Context: an optimization exercise on an open-source flow, tuned for small area. The choices shown serve that exercise and are no tape-out recipe. In this exercise RTL edits were held to simulation tests only and were not proved equivalent to the original. The clock port is modelled as an ideal driver, which makes a skipped or thinned clock tree look cheaper than it is; a real chip needs a root buffer or a tree. No activity file was given, so power comes from the tool's default toggle rates.

Design top, start of the top module:
module top#(
parameter p_clkfreq = 100_000_000,
parameter p_sclkfreq = 1_000_000,
parameter p_cpol = 0,
parameter p_cpha = 0,
parameter p_readfreq = 2,
parameter p_baudrate = 115_200,
parameter p_stopbit	= 2
)(
input   clk,
input   rst,
input miso_i,
output mosi_o,
output sclk_o,
output cs_o,
output  tx
);
For scale: roughly 210 cells after synthesis, ~2100 µm² of cells after synthesis.
export LEC_CHECK = 0
export ABC_AREA = 1
export CAP_MARGIN = 20
export CORE_MARGIN = 2
export CORE_UTILIZATION = 65
export PLACE_DENSITY = 0.75
export SLEW_MARGIN = 20
create_clock -name core_clock -period 10.0 [get_ports {clk}]
standard.sh (not shown) runs the stock make flow with config.mk's settings and CLKGATE_MAP_FILE= SYNTH_SCRIPT=/design/flow/synth_recipe.tcl, a recipe that flattens the netlist after the stock synthesis.
==> flow/flow/run.sh <==
#!/bin/bash
# Standard layout with three changes:
#  1. the combinational logic of the standard synthesis is re-mapped by
#     Yosys/ABC (flow/remap.py: several area-oriented scripts, the smallest
#     result proven equivalent is kept; registers are kept exactly: names,
#     count and cell types);
#  2. ports are buffered with sky130_fd_sc_hd__buf_1;
#  3. after CTS, the clock tree is rebuilt as NLEAF leaf buffers fed by the
#     clock port, each driving one placement cluster of register clock pins.
# Each tool writes its own log in this folder.
set -euo pipefail
LIB=$FLOW_HOME/platforms/sky130hd/lib/sky130_fd_sc_hd__tt_025C_1v80.lib
R=orfs/results/$FLOW_PLATFORM/top/base
BUFARGS="BUFFER_PORTS_ARGS=-buffer_cell sky130_fd_sc_hd__buf_1"
LEAF=${LEAF:-sky130_fd_sc_hd__clkbuf_8}
NLEAF=${NLEAF:-4}

bash standard.sh synth > synth.log 2>&1
cp $R/1_2_yosys.v std_synth.v

NUM_CORES=${NUM_CORES:-4} python3 flow/remap.py $LIB std_synth.v remapped.v $FLOW_TOP > remap.log 2>&1
cp remapped.v $R/1_2_yosys.v
rm -f $R/1_synth.odb $R/1_synth.sdc

bash standard.sh "$BUFARGS" cts > place_cts.log 2>&1
cp $R/4_cts.odb cts_standard.odb
IN_ODB=cts_standard.odb OUT_ODB=cts_rebuilt.odb LEAF_MASTER=$LEAF NLEAF=$NLEAF \
  openroad -no_init -exit flow/clock_tree.tcl > clock_tree.log 2>&1
cp cts_rebuilt.odb $R/4_cts.odb
bash standard.sh "$BUFARGS" finish > route_finish.log 2>&1
==> flow/flow/remap.py <==
#!/usr/bin/env python3
"""Re-map the combinational logic of the standard synthesis netlist.

The registers (their names, count and cell types) are kept as the standard
synthesis made them; only the combinational cells between them are rebuilt.
Several ABC scripts are tried, rounds are repeated on the best result, and
the smallest netlist that Yosys proves equivalent to the input (registers
paired by name) is written.  usage: remap.py LIB IN.v OUT.v TOP
"""
import os, re, subprocess, sys

lib, src, dst, top = sys.argv[1:5]
work = os.path.abspath('remap')
os.makedirs(work, exist_ok=True)
comb = os.path.join(work, 'comb.lib')
dont = '-dont_use sky130_fd_sc_hd__lpflow_* -dont_use sky130_fd_sc_hd__probe*'

# liberty holding only the combinational cells
text = open(lib).read()
first = text.find('cell (')
cells, pos = [], first
while True:
    j = text.find('cell (', pos)
    if j < 0:
        break
    k = text.find('{', j); depth = 1; m = k + 1
    while depth:
        c = text[m]
        depth += (c == '{') - (c == '}')
        m += 1
    block = text[j:m]
    if not re.search(r'\b(ff|latch|statetable)\s*\(', block):
        cells.append(block)
    pos = m
open(comb, 'w').write(text[:first] + '\n'.join(cells) + '\n}\n')

log = open(os.path.join(work, 'remap_driver.log'), 'w')

def yosys(script, tag):
    path = os.path.join(work, tag + '.ys')
    open(path, 'w').write(script)
    r = subprocess.run(['yosys', '-q', '-l', os.path.join(work, tag + '.log'), path],
                       stdout=subprocess.DEVNULL, stderr=subprocess.STDOUT)
    return r.returncode == 0

def remap(inp, abc_script, tag):
    out = os.path.join(work, tag + '.v')
    stat = os.path.join(work, tag + '.stat')
    s = abc_script and '-script "%s"' % abc_script or ''
    ok = yosys(f"""read_liberty -ignore_miss_func {comb}
read_liberty -lib -ignore_redef {lib}
read_verilog -defer {inp}
hierarchy -top {top}
flatten
opt -purge
abc -liberty {lib} {dont} {s}
read_liberty -lib -ignore_redef {lib}
opt_clean -purge
check -assert -mapped
tee -q -o {stat} stat -liberty {lib}
write_verilog -noattr -nohex -nodec {out}
""", tag)
    if not ok or not os.path.exists(stat):
        return None
    m = re.search(r'Chip area for module .*?: ([\d.]+)', open(stat).read())
    return (float(m.group(1)), out) if m else None

def equivalent(gold, gate, tag):
    g = open(gold).read().replace('module %s(' % top, 'module gold(', 1)
    h = open(gate).read().replace('module %s(' % top, 'module gate(', 1)
    g = re.sub(r'\b_(\d+)_\b', r'gd_\1_', g)
    h = re.sub(r'\b_(\d+)_\b', r'gx_\1_', h)
    gp, hp = os.path.join(work, tag + '_gold.v'), os.path.join(work, tag + '_gate.v')
    open(gp, 'w').write(g); open(hp, 'w').write(h)
    return yosys(f"""read_liberty -ignore_miss_func {lib}
read_verilog {gp}
read_verilog {hp}
flatten gold gate
opt_clean
equiv_make gold gate equiv
hierarchy -top equiv
equiv_simple -seq 2
equiv_induct
equiv_status -assert
""", tag + '_equiv')

scripts = [
    '',
    '+strash;dch,-f;amap',
    '+strash;dc2;dch,-f;amap;dnsize',
    '+strash;dc2;dch,-f;amap;strash;dc2;dch,-f;amap',
    '+strash;dc2;dch,-f;amap;strash;dc2;dch,-f;amap;strash;dc2;dch,-f;amap',
    '+strash;ifraig;dch,-f;amap',
    '+strash;drw;drf;dch,-f;amap',
    '+strash;dc2;dch,-f;if,-a;amap',
    '+strash;dc2;rewrite,-z;refactor,-z;dch,-f;amap',
    '+strash;&get,-n;&deepsyn,-T,10;&put;dch,-f;amap',
    '+strash;&get,-n;&deepsyn,-T,10;&put;dch,-f;amap;strash;dch,-f;amap',
]
from concurrent.futures import ThreadPoolExecutor
jobs = int(os.environ.get('NUM_CORES', '4'))
results = {}
beam = [src]
for rnd in range(8):
    tasks = [(b, i, sc, 'r%d_b%d_s%d' % (rnd, bi, i))
             for bi, b in enumerate(beam) for i, sc in enumerate(scripts)]
    with ThreadPoolExecutor(jobs) as ex:
        outs = list(ex.map(lambda t: remap(t[0], t[2], t[3]), tasks))
    for t, r in zip(tasks, outs):
        print(rnd, t[3], t[2], r and r[0], file=log, flush=True)
        if r:
            results[r[1]] = r[0]
    ranked = sorted(((a, p) for p, a in results.items()))
    beam = [p for a, p in ranked[:5]]

for path, area in sorted(results.items(), key=lambda x: x[1])[:5]:
    if equivalent(src, path, os.path.basename(path)[:-2]):
        print('chosen', area, path, file=log, flush=True)
        open(dst, 'w').write(open(path).read())
        sys.exit(0)
    print('not proven equivalent', area, path, file=log, flush=True)
print('no re-mapped netlist was proven equivalent; keeping the input', file=log)
open(dst, 'w').write(open(src).read())
Other scripts of this flow, unchanged in this note and not shown: flow/flow/clock_tree.tcl
==> next run, changes <==
--- a/flow/flow/remap.py
+++ b/flow/flow/remap.py
@@ -102,5 +102,5 @@
 results = {}
 beam = [src]
-for rnd in range(8):
+for rnd in range(6):
     tasks = [(b, i, sc, 'r%d_b%d_s%d' % (rnd, bi, i))
              for bi, b in enumerate(beam) for i, sc in enumerate(scripts)]
@@ -112,5 +112,5 @@
             results[r[1]] = r[0]
     ranked = sorted(((a, p) for p, a in results.items()))
-    beam = [p for a, p in ranked[:5]]
+    beam = [p for a, p in ranked[:3]]
 
 for path, area in sorted(results.items(), key=lambda x: x[1])[:5]:
The new run completed without violations.
First-iteration DRC count goes up by 46%.
Cell count climbs by 1.5%.
Power increases by 0.40%.
Synthesized area stays flat.
Register-to-register slack improved by 0.22 ns.
Wire length came out higher by 5.6%.
Combinational power decreases by about 2%.
Setup slack improves by 0.34 ns.
Final area hardly moves.
Flip-flop and latch count does not change.
Utilization is higher by 0.16 points.
No run of this note takes its clock network from TritonCTS; it comes from the design's own scripts or RTL.

afterwards: timing with drivers on the ports:
The flow's constraints put no driver on any port. The routed layouts listed below were extracted and timed again, unchanged, in two steps. Step 1 (the two cells are an assumption about what drives the block):
set clk [get_ports {clk}]
set_driving_cell -lib_cell sky130_fd_sc_hd__clkbuf_16 $clk
set_driving_cell -lib_cell sky130_fd_sc_hd__buf_2 [delete_from_list [all_inputs] $clk]
Step 2 also shifts input and output timing later by t, the mid clock arrival at the registers, as if the neighbouring blocks saw the same clock. Slacks: no drivers / after step 1 / after step 2; pairs: no drivers / after step 1.
run | shift t [ns] | setup slack, ns | worst setup path after step 2 | slew at the worst register clock pin (ns)
the first run | 0.201 | 5.589 / 5.539 / 5.740 | register to output | 0.10 / 0.10
the second run | 0.208 | 5.931 / 5.880 / 6.087 | register to output | 0.11 / 0.11
After both steps setup and hold are still met in every run listed.
